This is an optimization exercise on Yosys and OpenROAD, whose aim is small area, not a production implementation. In this exercise RTL edits were held to simulation tests only and were not proved equivalent to the original.

==> job 8354: inputs <==
==> flow/design.v <==
module FFT(
    input                   clk,
    input                   rst_n,
    input                   valid_i,
    input signed [10:0]     x_r,
    output                  finish,
    output signed [16:0]    answer
);
    function [15:0] w32;     
        input [3:0] i;
        case (i)
            4'd0:  w32 = {8'b01000000, 8'b00000000};
            4'd1:  w32 = {8'b00111110, 8'b11110011};
            4'd2:  w32 = {8'b00111011, 8'b11100111};
            4'd3:  w32 = {8'b00110101, 8'b11011100};
            4'd4:  w32 = {8'b00101101, 8'b11010010};
            4'd5:  w32 = {8'b00100011, 8'b11001010};
            4'd6:  w32 = {8'b00011000, 8'b11000100};
            4'd7:  w32 = {8'b00001100, 8'b11000001};
            4'd8:  w32 = {8'b00000000, 8'b11000000};
            4'd9:  w32 = {8'b11110011, 8'b11000001};
            4'd10: w32 = {8'b11100111, 8'b11000100};
            4'd11: w32 = {8'b11011100, 8'b11001010};
            4'd12: w32 = {8'b11010010, 8'b11010010};
            4'd13: w32 = {8'b11001010, 8'b11011100};
            4'd14: w32 = {8'b11000100, 8'b11100111};
            default: w32 = {8'b11000001, 8'b11110011};
        endcase
    endfunction
    function [15:0] w16;     
        input [2:0] i;
        case (i)
            3'd0: w16 = {8'b01000000, 8'b00000000};
            3'd1: w16 = {8'b00111011, 8'b11100111};
            3'd2: w16 = {8'b00101101, 8'b11010010};
            3'd3: w16 = {8'b00011000, 8'b11000100};
            3'd4: w16 = {8'b00000000, 8'b11000000};
            3'd5: w16 = {8'b11100111, 8'b11000100};
            3'd6: w16 = {8'b11010010, 8'b11010010};
            default: w16 = {8'b11000100, 8'b11100111};
        endcase
    endfunction
    function [15:0] w8;      
        input [1:0] i;
        case (i)
            2'd0: w8 = {8'b01000000, 8'b00000000};
            2'd1: w8 = {8'b00101101, 8'b11010010};
            2'd2: w8 = {8'b00000000, 8'b11000000};
            default: w8 = {8'b11010010, 8'b11010010};
        endcase
    endfunction
    reg [5:0] A;         
    reg [5:0] C1;        
    reg [6:0] C2;        
    always @(posedge clk or negedge rst_n) begin
        if (!rst_n) begin
            A <= 6'd63;
        end else if (A == 6'd63) begin
            if (valid_i) A <= 6'd0;
        end else begin
            A <= A + 6'd1;
        end
    end
    always @(posedge clk) begin
        if (A == 6'd33) C1 <= 6'd63;
        else            C1 <= C1 + 6'd1;
    end
    always @(posedge clk or negedge rst_n) begin
        if (!rst_n)              C2 <= 7'd127;
        else if (A == 6'd50)     C2 <= 7'd0;
        else if (C2 != 7'd127)   C2 <= C2 + 7'd1;
    end
    assign finish = (C2 >= 7'd21) && (C2 <= 7'd84);
    reg [351:0] ring;
    wire [10:0] ring_last = ring[351:341];
    always @(posedge clk) begin
        ring <= {ring[340:0], (valid_i ? x_r : ring_last)};
    end
    wire signed [10:0] Q0 = ring[18*11 +: 11];
    wire signed [10:0] Q1 = ring[2*11 +: 11];
    wire [5:0] C1n = C1 + 6'd1;
    wire g_next = ~C1n[4];
    wire signed [12:0] s1sum = {Q0[10], Q0[10], Q0} + {Q1[10], Q1[10], Q1};
    wire signed [12:0] s1dif = {Q0[10], Q0[10], Q0} - {Q1[10], Q1[10], Q1};
    reg  signed [12:0] dreg;
    always @(posedge clk) begin
        dreg <= g_next ? s1sum : s1dif;
    end
    wire [15:0] W1 = w32(C1[3:0]);
    wire signed [11:0] d1 = dreg[11:0];
    wire signed [19:0] m1r = d1 * $signed(W1[15:8]);
    wire signed [19:0] m1i = d1 * $signed(W1[7:0]);
    wire signed [13:0] s1_r = C1[4] ? m1r[18:5] : {dreg, 1'b0};
    wire signed [13:0] s1_i = C1[4] ? m1i[18:5] : 14'sd0;
    reg  [8*30-1:0] sr2;
    wire signed [14:0] b2r = sr2[8*30-1 -: 15];
    wire signed [14:0] b2i = sr2[8*30-16 -: 15];
    wire signed [14:0] a2r = {s1_r[13], s1_r};
    wire signed [14:0] a2i = {s1_i[13], s1_i};
    wire [15:0] W2 = w16(C1[2:0]);
    wire signed [22:0] m2a = b2r * $signed(W2[15:8]);
    wire signed [22:0] m2b = b2i * $signed(W2[7:0]);
    wire signed [22:0] m2c = b2r * $signed(W2[7:0]);
    wire signed [22:0] m2d = b2i * $signed(W2[15:8]);
    wire signed [23:0] t2r = m2a - m2b;
    wire signed [23:0] t2i = m2c + m2d;
    wire first2 = C1[3];
    wire signed [14:0] s2_r = first2 ? a2r + b2r : t2r[20:6];
    wire signed [14:0] s2_i = first2 ? a2i + b2i : t2i[20:6];
    wire [14:0] in2r = first2 ? b2r - a2r : a2r;
    wire [14:0] in2i = first2 ? b2i - a2i : a2i;
    always @(posedge clk) begin
        sr2 <= {sr2[7*30-1:0], in2r, in2i};
    end
    reg  [4*32-1:0] sr3;
    wire signed [15:0] b3r = sr3[4*32-1 -: 16];
    wire signed [15:0] b3i = sr3[4*32-17 -: 16];
    wire signed [15:0] a3r = {s2_r[14], s2_r};
    wire signed [15:0] a3i = {s2_i[14], s2_i};
    wire [15:0] W3 = w8(C1[1:0]);
    wire signed [23:0] m3a = b3r * $signed(W3[15:8]);
    wire signed [23:0] m3b = b3i * $signed(W3[7:0]);
    wire signed [23:0] m3c = b3r * $signed(W3[7:0]);
    wire signed [23:0] m3d = b3i * $signed(W3[15:8]);
    wire signed [24:0] t3r = m3a - m3b;
    wire signed [24:0] t3i = m3c + m3d;
    wire first3 = C1[2];
    wire signed [15:0] s3_r = first3 ? a3r + b3r : t3r[21:6];
    wire signed [15:0] s3_i = first3 ? a3i + b3i : t3i[21:6];
    wire [15:0] in3r = first3 ? b3r - a3r : a3r;
    wire [15:0] in3i = first3 ? b3i - a3i : a3i;
    always @(posedge clk) begin
        sr3 <= {sr3[3*32-1:0], in3r, in3i};
    end
    reg  [2*34-1:0] sr4;
    wire signed [16:0] b4r = sr4[2*34-1 -: 17];
    wire signed [16:0] b4i = sr4[2*34-18 -: 17];
    wire signed [16:0] a4r = {s3_r[15], s3_r};
    wire signed [16:0] a4i = {s3_i[15], s3_i};
    wire first4 = C1[1];
    wire [5:0] e4o = C1 - 6'd14;
    wire pass2 = e4o[5];
    wire [16:0] s4_r = first4 ? a4r + b4r : (C1[0] ? b4i : b4r);
    wire [16:0] s4_i = first4 ? a4i + b4i : (C1[0] ? -b4r : b4i);
    wire [16:0] y = pass2 ? s4_i : s4_r;
    wire [16:0] in4r = first4 ? b4r - a4r : a4r;
    wire [16:0] in4i = first4 ? b4i - a4i : a4i;
    always @(posedge clk) begin
        sr4 <= {sr4[34-1:0], in4r, in4i};
    end
    reg [16:0] sr5, zreg;
    wire first5 = C1[0];
    always @(posedge clk) begin
        sr5  <= first5 ? sr5 - y : y;
        zreg <= first5 ? sr5 + y : sr5;
    end
    wire [4:0] tp1 = C2[4:0];
    wire [4:0] tp2 = C2[4:0] + 5'd17;
    wire sel1 = tp1[4] & ~tp1[0];
    wire sel2 = tp2[3] & ~tp2[1];
    reg [15*17-1:0] bf1;
    reg [6*17-1:0]  bf2;
    wire [16:0] bf1_out = bf1[15*17-1 -: 17];
    wire [16:0] bf2_out = bf2[6*17-1 -: 17];
    wire [16:0] u2 = sel1 ? zreg : bf1_out;
    always @(posedge clk) begin
        bf1 <= {bf1[14*17-1:0], (sel1 ? bf1_out : zreg)};
        bf2 <= {bf2[5*17-1:0], (sel2 ? bf2_out : u2)};
    end
    assign answer = sel2 ? u2 : bf2_out;
endmodule
==> flow/run.sh <==
#!/bin/bash
# synth_recipe.tcl (not shown) runs the flow's synth.tcl, then flattens the netlist and writes it again
# the make line also repeats each setting of config.mk as NAME=value (left out here)
make -C /OpenROAD-flow-scripts/flow DESIGN_CONFIG=/design/flow/config.mk WORK_HOME=/design/flow/orfs CLKGATE_MAP_FILE= SYNTH_SCRIPT=/design/flow/synth_recipe.tcl finish
==> flow/config.mk <==
export PLATFORM = sky130hd
export DESIGN_NAME = FFT
export DESIGN_NICKNAME = FFT
export VERILOG_FILES = /design/flow/design.v
export SDC_FILE = /design/flow/constraint.sdc
export NUM_CORES = 4
export LEC_CHECK = 0
export CAP_MARGIN = 20
export CORE_MARGIN = 2
export CORE_UTILIZATION = 40
export SLEW_MARGIN = 20
==> flow/constraint.sdc <==
create_clock -name core_clock -period 10.0 [get_ports {clk}]
set_input_delay 2.0000 -clock core_clock [delete_from_list [all_inputs] [get_ports {clk}]]
set_output_delay 2.0000 -clock core_clock [all_outputs]
set_load 0.01 [all_outputs]
==> inputs of job 2806, as changes to job 8354 <==
--- a/flow/design.v
+++ b/flow/design.v
@@ -49,9 +49,13 @@
             default: w8 = {8'b11010010, 8'b11010010};
         endcase
     endfunction
-    reg [5:0] A;         
-    reg [5:0] C1;        
-    reg [6:0] C2;        
+    reg [5:0] A;
+    reg [5:0] P;
+    reg [3:0] c2;
+    reg [2:0] c3;
+    reg [1:0] c4;
+    reg       pass2;
+    reg [6:0] C2;
     always @(posedge clk or negedge rst_n) begin
         if (!rst_n) begin
             A <= 6'd63;
@@ -62,8 +66,12 @@
         end
     end
     always @(posedge clk) begin
-        if (A == 6'd33) C1 <= 6'd63;
-        else            C1 <= C1 + 6'd1;
+        if (A == 6'd31) P <= 6'd0;
+        else            P <= P + 6'd1;
+        c2 <= P[3:0];
+        c3 <= c2[2:0];
+        c4 <= c3[1:0];
+        pass2 <= P[5] ^ ~P[4];
     end
     always @(posedge clk or negedge rst_n) begin
         if (!rst_n)              C2 <= 7'd127;
@@ -76,80 +84,89 @@
     always @(posedge clk) begin
         ring <= {ring[340:0], (valid_i ? x_r : ring_last)};
     end
-    wire signed [10:0] Q0 = ring[18*11 +: 11];
-    wire signed [10:0] Q1 = ring[2*11 +: 11];
-    wire [5:0] C1n = C1 + 6'd1;
-    wire g_next = ~C1n[4];
+    wire signed [10:0] Q0 = ring[16*11 +: 11];
+    wire signed [10:0] Q1 = ring[0 +: 11];
+    wire g1 = ~P[4];
     wire signed [12:0] s1sum = {Q0[10], Q0[10], Q0} + {Q1[10], Q1[10], Q1};
-    wire signed [12:0] s1dif = {Q0[10], Q0[10], Q0} - {Q1[10], Q1[10], Q1};
-    reg  signed [12:0] dreg;
-    always @(posedge clk) begin
-        dreg <= g_next ? s1sum : s1dif;
-    end
-    wire [15:0] W1 = w32(C1[3:0]);
-    wire signed [11:0] d1 = dreg[11:0];
+    wire signed [11:0] d1 = {Q0[10], Q0} - {Q1[10], Q1};
+    wire [15:0] W1 = w32(P[3:0]);
     wire signed [19:0] m1r = d1 * $signed(W1[15:8]);
     wire signed [19:0] m1i = d1 * $signed(W1[7:0]);
-    wire signed [13:0] s1_r = C1[4] ? m1r[18:5] : {dreg, 1'b0};
-    wire signed [13:0] s1_i = C1[4] ? m1i[18:5] : 14'sd0;
+    reg  signed [13:0] s1_r, s1_i;
+    always @(posedge clk) begin
+        s1_r <= g1 ? {s1sum, 1'b0} : m1r[18:5];
+        s1_i <= g1 ? 14'sd0 : m1i[18:5];
+    end
     reg  [8*30-1:0] sr2;
     wire signed [14:0] b2r = sr2[8*30-1 -: 15];
     wire signed [14:0] b2i = sr2[8*30-16 -: 15];
     wire signed [14:0] a2r = {s1_r[13], s1_r};
     wire signed [14:0] a2i = {s1_i[13], s1_i};
-    wire [15:0] W2 = w16(C1[2:0]);
+    wire [15:0] W2 = w16(c2[2:0]);
     wire signed [22:0] m2a = b2r * $signed(W2[15:8]);
     wire signed [22:0] m2b = b2i * $signed(W2[7:0]);
     wire signed [22:0] m2c = b2r * $signed(W2[7:0]);
     wire signed [22:0] m2d = b2i * $signed(W2[15:8]);
     wire signed [23:0] t2r = m2a - m2b;
     wire signed [23:0] t2i = m2c + m2d;
-    wire first2 = C1[3];
-    wire signed [14:0] s2_r = first2 ? a2r + b2r : t2r[20:6];
-    wire signed [14:0] s2_i = first2 ? a2i + b2i : t2i[20:6];
+    wire first2 = c2[3];
     wire [14:0] in2r = first2 ? b2r - a2r : a2r;
     wire [14:0] in2i = first2 ? b2i - a2i : a2i;
+    reg  signed [14:0] s2_r, s2_i;
     always @(posedge clk) begin
         sr2 <= {sr2[7*30-1:0], in2r, in2i};
+        s2_r <= first2 ? a2r + b2r : t2r[20:6];
+        s2_i <= first2 ? a2i + b2i : t2i[20:6];
     end
     reg  [4*32-1:0] sr3;
     wire signed [15:0] b3r = sr3[4*32-1 -: 16];
     wire signed [15:0] b3i = sr3[4*32-17 -: 16];
     wire signed [15:0] a3r = {s2_r[14], s2_r};
     wire signed [15:0] a3i = {s2_i[14], s2_i};
-    wire [15:0] W3 = w8(C1[1:0]);
-    wire signed [23:0] m3a = b3r * $signed(W3[15:8]);
-    wire signed [23:0] m3b = b3i * $signed(W3[7:0]);
-    wire signed [23:0] m3c = b3r * $signed(W3[7:0]);
-    wire signed [23:0] m3d = b3i * $signed(W3[15:8]);
-    wire signed [24:0] t3r = m3a - m3b;
-    wire signed [24:0] t3i = m3c + m3d;
-    wire first3 = C1[2];
-    wire signed [15:0] s3_r = first3 ? a3r + b3r : t3r[21:6];
-    wire signed [15:0] s3_i = first3 ? a3i + b3i : t3i[21:6];
+    wire q3odd = c3[0];
+    wire m3 = c3[1];
+    wire signed [16:0] S3 = b3r + b3i;
+    wire signed [16:0] D3 = b3i - b3r;
+    wire signed [16:0] N3 = -S3;
+    wire signed [16:0] k1in = m3 ? D3 : S3;
+    wire signed [16:0] k2in = m3 ? N3 : D3;
+    wire signed [19:0] k1x5 = {{3{k1in[16]}}, k1in} + {{1{k1in[16]}}, k1in, 2'b00};
+    wire signed [22:0] k1 = {{3{k1x5[19]}}, k1x5} + {k1x5, 3'b000};
+    wire signed [19:0] k2x5 = {{3{k2in[16]}}, k2in} + {{1{k2in[16]}}, k2in, 2'b00};
+    wire signed [22:0] k2 = {{3{k2x5[19]}}, k2x5} + {k2x5, 3'b000};
+    wire signed [16:0] o1 = m3 ? D3 : {b3i[15], b3i};
+    wire signed [16:0] o2 = m3 ? N3 : ~{b3r[15], b3r};
+    wire signed [22:0] p3r = k1 + {{6{o1[16]}}, o1};
+    wire signed [22:0] p3i = k2 + {{6{o2[16]}}, o2} + {22'd0, ~m3};
+    wire signed [15:0] nb3r = -b3r;
+    wire signed [15:0] t3r = q3odd ? p3r[21:6] : (m3 ? b3i : b3r);
+    wire signed [15:0] t3i = q3odd ? p3i[21:6] : (m3 ? nb3r : b3i);
+    wire first3 = c3[2];
     wire [15:0] in3r = first3 ? b3r - a3r : a3r;
     wire [15:0] in3i = first3 ? b3i - a3i : a3i;
+    reg  signed [15:0] s3_r, s3_i;
     always @(posedge clk) begin
         sr3 <= {sr3[3*32-1:0], in3r, in3i};
+        s3_r <= first3 ? a3r + b3r : t3r;
+        s3_i <= first3 ? a3i + b3i : t3i;
     end
     reg  [2*34-1:0] sr4;
     wire signed [16:0] b4r = sr4[2*34-1 -: 17];
     wire signed [16:0] b4i = sr4[2*34-18 -: 17];
     wire signed [16:0] a4r = {s3_r[15], s3_r};
     wire signed [16:0] a4i = {s3_i[15], s3_i};
-    wire first4 = C1[1];
-    wire [5:0] e4o = C1 - 6'd14;
-    wire pass2 = e4o[5];
-    wire [16:0] s4_r = first4 ? a4r + b4r : (C1[0] ? b4i : b4r);
-    wire [16:0] s4_i = first4 ? a4i + b4i : (C1[0] ? -b4r : b4i);
-    wire [16:0] y = pass2 ? s4_i : s4_r;
+    wire first4 = c4[1];
+    wire [16:0] y4a = pass2 ? a4i : a4r;
+    wire [16:0] y4b = pass2 ? b4i : b4r;
+    wire [16:0] y4s = pass2 ? (c4[0] ? -b4r : b4i) : (c4[0] ? b4i : b4r);
+    wire [16:0] y = first4 ? y4a + y4b : y4s;
     wire [16:0] in4r = first4 ? b4r - a4r : a4r;
     wire [16:0] in4i = first4 ? b4i - a4i : a4i;
     always @(posedge clk) begin
         sr4 <= {sr4[34-1:0], in4r, in4i};
     end
     reg [16:0] sr5, zreg;
-    wire first5 = C1[0];
+    wire first5 = c4[0];
     always @(posedge clk) begin
         sr5  <= first5 ? sr5 - y : y;
         zreg <= first5 ? sr5 + y : sr5;
==> inputs of job 7762, as changes to job 8354 <==
--- a/flow/design.v
+++ b/flow/design.v
@@ -49,9 +49,13 @@
             default: w8 = {8'b11010010, 8'b11010010};
         endcase
     endfunction
-    reg [5:0] A;         
-    reg [5:0] C1;        
-    reg [6:0] C2;        
+    reg [5:0] A;
+    reg [5:0] P;
+    reg [3:0] c2;
+    reg [2:0] c3;
+    reg [1:0] c4;
+    reg       pass2;
+    reg [6:0] C2;
     always @(posedge clk or negedge rst_n) begin
         if (!rst_n) begin
             A <= 6'd63;
@@ -62,8 +66,12 @@
         end
     end
     always @(posedge clk) begin
-        if (A == 6'd33) C1 <= 6'd63;
-        else            C1 <= C1 + 6'd1;
+        if (A == 6'd31) P <= 6'd0;
+        else            P <= P + 6'd1;
+        c2 <= P[3:0];
+        c3 <= c2[2:0];
+        c4 <= c3[1:0];
+        pass2 <= P[5] ^ ~P[4];
     end
     always @(posedge clk or negedge rst_n) begin
         if (!rst_n)              C2 <= 7'd127;
@@ -76,80 +84,89 @@
     always @(posedge clk) begin
         ring <= {ring[340:0], (valid_i ? x_r : ring_last)};
     end
-    wire signed [10:0] Q0 = ring[18*11 +: 11];
-    wire signed [10:0] Q1 = ring[2*11 +: 11];
-    wire [5:0] C1n = C1 + 6'd1;
-    wire g_next = ~C1n[4];
+    wire signed [10:0] Q0 = ring[16*11 +: 11];
+    wire signed [10:0] Q1 = ring[0 +: 11];
+    wire g1 = ~P[4];
     wire signed [12:0] s1sum = {Q0[10], Q0[10], Q0} + {Q1[10], Q1[10], Q1};
-    wire signed [12:0] s1dif = {Q0[10], Q0[10], Q0} - {Q1[10], Q1[10], Q1};
-    reg  signed [12:0] dreg;
-    always @(posedge clk) begin
-        dreg <= g_next ? s1sum : s1dif;
-    end
-    wire [15:0] W1 = w32(C1[3:0]);
-    wire signed [11:0] d1 = dreg[11:0];
+    wire signed [11:0] d1 = {Q0[10], Q0} - {Q1[10], Q1};
+    wire [15:0] W1 = w32(P[3:0]);
     wire signed [19:0] m1r = d1 * $signed(W1[15:8]);
     wire signed [19:0] m1i = d1 * $signed(W1[7:0]);
-    wire signed [13:0] s1_r = C1[4] ? m1r[18:5] : {dreg, 1'b0};
-    wire signed [13:0] s1_i = C1[4] ? m1i[18:5] : 14'sd0;
+    reg  signed [13:0] s1_r, s1_i;
+    always @(posedge clk) begin
+        s1_r <= g1 ? {s1sum, 1'b0} : m1r[18:5];
+        s1_i <= g1 ? 14'sd0 : m1i[18:5];
+    end
     reg  [8*30-1:0] sr2;
     wire signed [14:0] b2r = sr2[8*30-1 -: 15];
     wire signed [14:0] b2i = sr2[8*30-16 -: 15];
     wire signed [14:0] a2r = {s1_r[13], s1_r};
     wire signed [14:0] a2i = {s1_i[13], s1_i};
-    wire [15:0] W2 = w16(C1[2:0]);
+    wire [15:0] W2 = w16(c2[2:0]);
     wire signed [22:0] m2a = b2r * $signed(W2[15:8]);
     wire signed [22:0] m2b = b2i * $signed(W2[7:0]);
     wire signed [22:0] m2c = b2r * $signed(W2[7:0]);
     wire signed [22:0] m2d = b2i * $signed(W2[15:8]);
     wire signed [23:0] t2r = m2a - m2b;
     wire signed [23:0] t2i = m2c + m2d;
-    wire first2 = C1[3];
-    wire signed [14:0] s2_r = first2 ? a2r + b2r : t2r[20:6];
-    wire signed [14:0] s2_i = first2 ? a2i + b2i : t2i[20:6];
+    wire first2 = c2[3];
     wire [14:0] in2r = first2 ? b2r - a2r : a2r;
     wire [14:0] in2i = first2 ? b2i - a2i : a2i;
+    reg  signed [14:0] s2_r, s2_i;
     always @(posedge clk) begin
         sr2 <= {sr2[7*30-1:0], in2r, in2i};
+        s2_r <= first2 ? a2r + b2r : t2r[20:6];
+        s2_i <= first2 ? a2i + b2i : t2i[20:6];
     end
     reg  [4*32-1:0] sr3;
     wire signed [15:0] b3r = sr3[4*32-1 -: 16];
     wire signed [15:0] b3i = sr3[4*32-17 -: 16];
     wire signed [15:0] a3r = {s2_r[14], s2_r};
     wire signed [15:0] a3i = {s2_i[14], s2_i};
-    wire [15:0] W3 = w8(C1[1:0]);
-    wire signed [23:0] m3a = b3r * $signed(W3[15:8]);
-    wire signed [23:0] m3b = b3i * $signed(W3[7:0]);
-    wire signed [23:0] m3c = b3r * $signed(W3[7:0]);
-    wire signed [23:0] m3d = b3i * $signed(W3[15:8]);
-    wire signed [24:0] t3r = m3a - m3b;
-    wire signed [24:0] t3i = m3c + m3d;
-    wire first3 = C1[2];
-    wire signed [15:0] s3_r = first3 ? a3r + b3r : t3r[21:6];
-    wire signed [15:0] s3_i = first3 ? a3i + b3i : t3i[21:6];
+    wire q3odd = c3[0];
+    wire m3 = c3[1];
+    wire signed [16:0] S3 = b3r + b3i;
+    wire signed [16:0] D3 = b3i - b3r;
+    wire signed [16:0] N3 = -S3;
+    wire signed [16:0] k1in = m3 ? D3 : S3;
+    wire signed [16:0] k2in = m3 ? N3 : D3;
+    wire signed [19:0] k1x5 = {{3{k1in[16]}}, k1in} + {{1{k1in[16]}}, k1in, 2'b00};
+    wire signed [22:0] k1 = {{3{k1x5[19]}}, k1x5} + {k1x5, 3'b000};
+    wire signed [19:0] k2x5 = {{3{k2in[16]}}, k2in} + {{1{k2in[16]}}, k2in, 2'b00};
+    wire signed [22:0] k2 = {{3{k2x5[19]}}, k2x5} + {k2x5, 3'b000};
+    wire signed [16:0] o1 = m3 ? D3 : {b3i[15], b3i};
+    wire signed [16:0] o2 = m3 ? N3 : ~{b3r[15], b3r};
+    wire signed [22:0] p3r = k1 + {{6{o1[16]}}, o1};
+    wire signed [22:0] p3i = k2 + {{6{o2[16]}}, o2} + {22'd0, ~m3};
+    wire signed [15:0] nb3r = -b3r;
+    wire signed [15:0] t3r = q3odd ? p3r[21:6] : (m3 ? b3i : b3r);
+    wire signed [15:0] t3i = q3odd ? p3i[21:6] : (m3 ? nb3r : b3i);
+    wire first3 = c3[2];
     wire [15:0] in3r = first3 ? b3r - a3r : a3r;
     wire [15:0] in3i = first3 ? b3i - a3i : a3i;
+    reg  signed [15:0] s3_r, s3_i;
     always @(posedge clk) begin
         sr3 <= {sr3[3*32-1:0], in3r, in3i};
+        s3_r <= first3 ? a3r + b3r : t3r;
+        s3_i <= first3 ? a3i + b3i : t3i;
     end
     reg  [2*34-1:0] sr4;
     wire signed [16:0] b4r = sr4[2*34-1 -: 17];
     wire signed [16:0] b4i = sr4[2*34-18 -: 17];
     wire signed [16:0] a4r = {s3_r[15], s3_r};
     wire signed [16:0] a4i = {s3_i[15], s3_i};
-    wire first4 = C1[1];
-    wire [5:0] e4o = C1 - 6'd14;
-    wire pass2 = e4o[5];
-    wire [16:0] s4_r = first4 ? a4r + b4r : (C1[0] ? b4i : b4r);
-    wire [16:0] s4_i = first4 ? a4i + b4i : (C1[0] ? -b4r : b4i);
-    wire [16:0] y = pass2 ? s4_i : s4_r;
+    wire first4 = c4[1];
+    wire [16:0] y4a = pass2 ? a4i : a4r;
+    wire [16:0] y4b = pass2 ? b4i : b4r;
+    wire [16:0] y4s = pass2 ? (c4[0] ? -b4r : b4i) : (c4[0] ? b4i : b4r);
+    wire [16:0] y = first4 ? y4a + y4b : y4s;
     wire [16:0] in4r = first4 ? b4r - a4r : a4r;
     wire [16:0] in4i = first4 ? b4i - a4i : a4i;
     always @(posedge clk) begin
         sr4 <= {sr4[34-1:0], in4r, in4i};
     end
     reg [16:0] sr5, zreg;
-    wire first5 = C1[0];
+    wire first5 = c4[0];
     always @(posedge clk) begin
         sr5  <= first5 ? sr5 - y : y;
         zreg <= first5 ? sr5 + y : sr5;
--- a/flow/config.mk
+++ b/flow/config.mk
@@ -7,5 +7,6 @@
 export LEC_CHECK = 0
 export CAP_MARGIN = 20
 export CORE_MARGIN = 2
-export CORE_UTILIZATION = 40
+export CORE_UTILIZATION = 60
+export CTS_BUF_LIST = sky130_fd_sc_hd__clkbuf_4 sky130_fd_sc_hd__clkbuf_8
 export SLEW_MARGIN = 20
==> results.txt <==
item	job 8354	job 2806	job 7762
Worst-case hold slack	0.278 ns	0.296 ns	0.298 ns
Final worst-path cycle share	116%	86.0%	86.5%
Sequential element share of the synthesized area	33.6%	37.9%	37.9%
Number of buffers and inverters on the critical path	10	5	3
Outcome	failed layout checks	timing/DRC/antenna clean	timing/DRC/antenna clean
Layout check failures	negative setup slack	-	-
Site Rows	157	153	124
Number of signal-net buffers in the layout	1140	82	76
Multi-input gate share of the layout cell area	49.3%	50.6%	51.2%
Starting DRC count in detailed routing	2234	2698	2750
Launch point of the worst hold path	sr2[85]	sr3[48]	sr4[7]
Number of ordinary inverters in the final layout	1325	972	972
Final setup skew	0.0637 ns	0.0457 ns	0.0548 ns
Xor/xnor cell area share of the yosys netlist	4.00%	5.01%	5.01%
Slew at the pin with the worst max-slew slack	1.08 ns	1.05 ns	1.01 ns
Cell area after technology mapping	73200 um^2	69600 um^2	69600 um^2
Worst path required time	10.66 ns	10.64 ns	10.76 ns
Cells on worst reg2reg path	52	23	21
Most frequent cell after synthesis	sky130_fd_sc_hd__inv_1	sky130_fd_sc_hd__dfxtp_1	sky130_fd_sc_hd__dfxtp_1
Number of gates resized after cts	156	0	0
End of the critical path	zreg[16]	s2_i[13]	s2_i[13]
Post-route insts no fill	10700	9358	8657
Metal-1 WL	79.6 mm	78.0 mm	72.0 mm
Clock Network Area Fraction	4.58%	5.38%	5.74%

[static timing again, ports no longer ideal]
The flow's constraints put no driver on any port. The routed layouts listed below were extracted and timed again, unchanged, in two steps. Step 1 sets driving cells, clkbuf_16 on the clock port and buf_2 on the other inputs (assumed; they add their load-dependent delay and slew). Step 2, shift: input delay + t, output delay - t, t = (earliest + latest rising clock arrival at the registers) / 2. This alone moves slack from input paths to output paths. Slacks: no drivers / after step 1 / after step 2; pairs: no drivers / after step 1.
run	t (ns)	setup WS [ns]	hold WS [ns]
job 8354	0.822	-1.630 / -1.630 / -1.630	0.278 / 0.278 / 0.278
job 2806	0.808	1.402 / 1.402 / 1.402	0.296 / 0.296 / 0.296
job 7762	0.958	1.352 / 1.352 / 1.352	0.298 / 0.298 / 0.298
